Source: an optimization exercise on an open RTL-to-GDS flow (aim: a short achievable clock period and few clock cycles per item). Production flows keep margins and buffers that such runs may drop.
RTL that was checked went through simulation tests only; none was proved equivalent to the original.
Power and IR drop assume default switching activity.

// top_RISCV
module top_RISCV #(
    parameter n = 10,
    parameter m = 32
)(
    input wire clk,
    input wire rst,
    output wire [n-1:0] addr,
    output wire [m-1:0] write_data,
    output wire memwr,
    input wire [31:0] read_data,
    output wire [31:0] PC,
    input wire [31:0] instr
);
localparam [6:0] OP_R = 7'b0110011, OP_I = 7'b0010011, OP_L = 7'b0000011,
                 OP_S = 7'b0100011, OP_B = 7'b1100011, OP_J = 7'b1101111,
                 OP_JR = 7'b1100111;
reg  [7:0]  fidx;            
reg         v_e;
reg  [31:0] a_e, b_e, sd_e, imm_e;
reg         fa_e, fb_e, fs_e;        
reg         wa_e, wb_e, ws_e;        
reg         q_ab, q_mb, q_wb, q_am, q_aw, q_mw, q_same;   
reg  [4:0]  rd_e;
reg         nbf_e;                   
reg         wen_e, sub_e, and_e, or_e, br_e, bne_e, jal_e, jalr_e, lw_e, sw_e, link_e, alu_e, add_e;
reg  [31:0] npc;             
reg  [31:0] res_m;
reg  [4:0]  rd_m;
reg         wen_m, ld_m;
reg  [31:0] wb_w;            
reg  [9:0]  addr_r;
reg  [31:0] wdata_r;
reg         memwr_r;
reg  [7:0]  ras;             
reg  [31:0] rf [1:31];
assign PC         = {npc[31:10], fidx, npc[1:0]};
assign addr       = addr_r;
assign write_data = wdata_r;
assign memwr      = memwr_r;
wire [31:0] mval = ld_m ? read_data : res_m;
wire [31:0] A  = fa_e ? res_m : wa_e ? wb_w : a_e;
wire [31:0] B  = fb_e ? res_m : wb_e ? wb_w : b_e;
wire [31:0] SD = fs_e ? mval  : ws_e ? wb_w : sd_e;
wire [31:0] sum, tgt;
wire [29:0] link_hi;
adder #(32) u_sum  (.a(A), .b(sub_e ? ~B : B), .ci(sub_e), .s(sum));
adder #(32) u_tgt  (.a(npc), .b(imm_e), .ci(1'b0), .s(tgt));
adder #(30) u_link (.a(npc[31:2]), .b(30'd0), .ci(1'b1), .s(link_hi));
wire [31:0] link = {link_hi, npc[1:0]};
wire [31:0] alu = and_e ? (A & B) : or_e ? (A | B) : sum;
wire [31:0] res_e = link_e ? link : alu;
wire eq_ab, eq_mb, eq_wb, eq_am, eq_aw, eq_mw;
eqcmp #(32) u_eqab (.a(a_e),   .b(b_e),   .eq(eq_ab));
eqcmp #(32) u_eqmb (.a(res_m), .b(b_e),   .eq(eq_mb));
eqcmp #(32) u_eqwb (.a(wb_w),  .b(b_e),   .eq(eq_wb));
eqcmp #(32) u_eqam (.a(a_e),   .b(res_m), .eq(eq_am));
eqcmp #(32) u_eqaw (.a(a_e),   .b(wb_w),  .eq(eq_aw));
  ...
Size in the first run: ~11,000 cells after synthesis, ~80,000 um^2 of cells after synthesis.
clock: 10.0 ns
lec_check: 0
cap_margin: 20
core_margin: 2
core_utilization: 40
setup_slack_margin: 5
slew_margin: 20
standard.sh (not shown) runs the stock make flow with config.mk's settings and CLKGATE_MAP_FILE= SYNTH_SCRIPT=/design/flow/synth_recipe.tcl, a recipe that flattens the netlist after the stock synthesis.
==> flow/flow/run.sh <==
#!/bin/bash
# Layout flow: the standard ORFS flow (standard.sh) with these changes:
#  - synthesis maps the logic with abc using flow/abc_fast.script, which maps
#    every path for delay (the standard script recovers area on paths abc
#    thinks are short, which is most of the paths from the input ports),
#    without the slow 4-high-stack gates listed in flow/abc_dont_use.txt;
#  - no full/half adder cells (ADDER_MAP_FILE empty): the adders, written as
#    prefix adders in the RTL, go to abc as plain logic;
#  - repair_timing aims at a tighter setup margin than the 5 ns that the
#    settings list allows, so it keeps working down to a ~3.5 ns period;
#  - the port buffers are buf_4 cells (buffer_ports otherwise picks a
#    clock-delay buffer, which repair may only swap for other delay cells).
# Registers, constraints, floorplan, CTS and routing are standard.sh's.
# make's full output goes to flow_make.log here; ORFS keeps each step's log
# under orfs/logs/.
set -euo pipefail
WD=$(pwd)
MARGIN=${FLOW_SETUP_MARGIN:-6.5}
sed "s|@WD@|$WD|g" flow/synth_wrap.tcl > flow_synth.tcl
grep -q 'SYNTH_SCRIPT=[^ ]*synth_recipe.tcl' standard.sh
grep -q '"${@:-finish}"' standard.sh
sed -e "s|SYNTH_SCRIPT=[^ ]*synth_recipe.tcl|SYNTH_SCRIPT=$WD/flow_synth.tcl|" \
    -e "s|\"\${@:-finish}\"|SETUP_SLACK_MARGIN=${MARGIN} ADDER_MAP_FILE= BUFFER_PORTS_ARGS=\"-buffer_cell sky130_fd_sc_hd__buf_4\" \"\${@:-finish}\"|" \
    standard.sh > flow_standard.sh
grep -q "SETUP_SLACK_MARGIN=${MARGIN} ADDER_MAP_FILE=" flow_standard.sh
grep -q "SYNTH_SCRIPT=$WD/flow_synth.tcl" flow_standard.sh
bash flow_standard.sh "$@" > flow_make.log 2>&1
Other scripts of this flow, unchanged in this note and not shown: flow/flow/abc_dont_use.txt, flow/flow/abc_fast.script, flow/flow/synth_wrap.tcl
Then changed:
--- a/flow/design.v
+++ b/flow/design.v
@@ -80,41 +80,43 @@
     output wire [n-1:0] addr,
     output wire [m-1:0] write_data,
     output wire memwr,
     input wire [31:0] read_data,
     output wire [31:0] PC,
     input wire [31:0] instr
 );
 localparam [6:0] OP_R = 7'b0110011, OP_I = 7'b0010011, OP_L = 7'b0000011,
                  OP_S = 7'b0100011, OP_B = 7'b1100011, OP_J = 7'b1101111,
                  OP_JR = 7'b1100111;
 reg  [7:0]  fidx;            
+reg  [7:0]  pc_o;            
+reg  [31:0] pc_xn;           
 reg         v_e;
 reg  [31:0] a_e, b_e, sd_e, imm_e;
 reg         fa_e, fb_e, fs_e;        
 reg         wa_e, wb_e, ws_e;        
 reg         q_ab, q_mb, q_wb, q_am, q_aw, q_mw, q_same;   
 reg  [4:0]  rd_e;
 reg         nbf_e;                   
 reg         wen_e, sub_e, and_e, or_e, br_e, bne_e, jal_e, jalr_e, lw_e, sw_e, link_e, alu_e, add_e;
 reg  [31:0] npc;             
 reg  [31:0] res_m;
 reg  [4:0]  rd_m;
 reg         wen_m, ld_m;
 reg  [31:0] wb_w;            
 reg  [9:0]  addr_r;
 reg  [31:0] wdata_r;
 reg         memwr_r;
 reg  [7:0]  ras;             
 reg  [31:0] rf [1:31];
-assign PC         = {npc[31:10], fidx, npc[1:0]};
+assign PC         = {~pc_xn[31:10], pc_o, ~pc_xn[1:0]};
 assign addr       = addr_r;
 assign write_data = wdata_r;
 assign memwr      = memwr_r;
 wire [31:0] mval = ld_m ? read_data : res_m;
 wire [31:0] A  = fa_e ? res_m : wa_e ? wb_w : a_e;
 wire [31:0] B  = fb_e ? res_m : wb_e ? wb_w : b_e;
 wire [31:0] SD = fs_e ? mval  : ws_e ? wb_w : sd_e;
 wire [31:0] sum, tgt;
 wire [29:0] link_hi;
 adder #(32) u_sum  (.a(A), .b(sub_e ? ~B : B), .ci(sub_e), .s(sum));
 adder #(32) u_tgt  (.a(npc), .b(imm_e), .ci(1'b0), .s(tgt));
@@ -186,23 +188,23 @@
 wire [31:0] rf1, rf2;
 rfread u_rf1 (.sel(rs1), .regs(rfv), .q(rf1));
 rfread u_rf2 (.sel(rs2), .regs(rfv), .q(rf2));
 wire e1 = v_e & wen_e & (rd_e == rs1);
 wire e2 = v_e & wen_e & (rd_e == rs2);
 wire m1 = wen_m & (rd_m == rs1);
 wire m2 = wen_m & (rd_m == rs2);
 wire stall = lw_e & ((e1 & ~is_jal) | (e2 & use2_d));
 wire [7:0] seq   = fidx + 8'd1;
 wire       h_d   = f3[0] ^ (rs1 == rs2);
 wire       e_alu = v_e & alu_e & wen_e & nbf_e;
-wire       br_ex = e_alu & (((rs2 == 5'd0) & (rd_e == rs1)) | ((rs1 == 5'd0) & (rd_e == rs2)));
+wire       br_ex = e_alu & (rs2 == 5'd0) & (rd_e == rs1);
 wire       br_pt = br_ex ? (ezero ^ f3[0]) : h_d;
 wire [9:0] jr_a, jr_mm, jr_w, jr_e;
 adder #(10) u_jra (.a(jp_a), .b(imm_i[9:0]), .ci(1'b0), .s(jr_a));
 adder #(10) u_jrx (.a(jp_m), .b(imm_i[9:0]), .ci(1'b0), .s(jr_mm));
 adder #(10) u_jrw (.a(jp_w), .b(imm_i[9:0]), .ci(1'b0), .s(jr_w));
 assign jr_e = fa_e ? jr_mm : wa_e ? jr_w : jr_a;
 wire [7:0] jal_t, br_t;
 adder #(8) u_jal (.a(fidx), .b(imm_j[9:2]), .ci(1'b0), .s(jal_t));
 adder #(8) u_br  (.a(fidx), .b(imm_b[9:2]), .ci(1'b0), .s(br_t));
 wire j_e   = e1 & e_alu & add_e;
 wire j_r   = ~j_e & (rs1 == 5'd1);
@@ -213,22 +215,34 @@
 wire s_seq = ~(s_jal | s_br | s_jre | s_ras);
 wire [7:0] g_idx    = ({8{s_jal}} & jal_t)     | ({8{s_br}}  & br_t) |
                       ({8{s_jre}} & jr_e[9:2]) | ({8{s_ras}} & ras)  |
                       ({8{s_seq}} & seq);
 wire [7:0] idx_next = e_mis ? e_idx : stall ? fidx : g_idx;
 always @(posedge clk or posedge rst) begin
     if (rst)
         fidx <= 8'd0;
     else
         fidx <= idx_next;
 end
+always @(posedge clk) begin
+    if (rst)
+        pc_o <= 8'd0;
+    else
+        pc_o <= idx_next;
+end
+always @(posedge clk or posedge rst) begin
+    if (rst)
+        pc_xn <= 32'hffffffff;
+    else if (v_e)
+        pc_xn <= ~e_next;
+end
 always @(posedge clk or posedge rst) begin
     if (rst)
         v_e <= 1'b0;
     else
         v_e <= ~e_mis & ~stall;
 end
 always @(posedge clk) begin
     q_ab   <= ~e1 & ~m1 & ~(~useimm_d & (e2 | m2));
     q_mb   <=  e1 & ~(~useimm_d & (e2 | m2));
     q_wb   <= ~e1 &  m1 & ~(~useimm_d & (e2 | m2));
     q_am   <= ~e1 & ~m1 & ~useimm_d & e2;
After rerunning: The new run went through all stages and came out clean. Clock power goes up by 4.6%. Cell area goes up by 2.7%. Setup slack gains 210 ps. Clock-buffer cell count goes up by 1. Area after synthesis goes up by 1.7%. Die area goes up by 1.7%. Final cell count goes up by 2.7%. Wire length goes up by 2.4%. Worst hold slack gains 20 ps.
Testbench counts after the change, summed over its fixed seeds: cycles 22,016, instrs 21,298.
No functional check of the RTL was part of the first run of this note.

-- afterwards: timing with drivers on the ports --
Ports are ideal in the flow. The routed layouts listed here were re-timed in OpenROAD. Step 1 assumes that a clkbuf_16 drives the clock port and a buf_2 every other input. Step 2 times the ports against the registers' clock, not the clock port: input delays grow and output delays shrink by t, the midpoint of the rising clock arrivals with the driver on. Three values: ideal, step 1, step 2; two values: the first two.
| run | t, ns | setup WS [ns] | worst slew at a driven data input, ns | pins driven straight from the clock port |
|---|---|---|---|---|
| the first run | 0.917 | 6.167 / 6.074 / 5.157 | 0.31 | 1 |
| the second run | 0.921 | 6.375 / 6.095 / 5.174 | 0.49 | 1 |
After both steps every run listed still meets setup and hold. The setup slack of the second run, which loses most, moves by -0.280 ns with the drivers and by -1.201 ns with both steps.
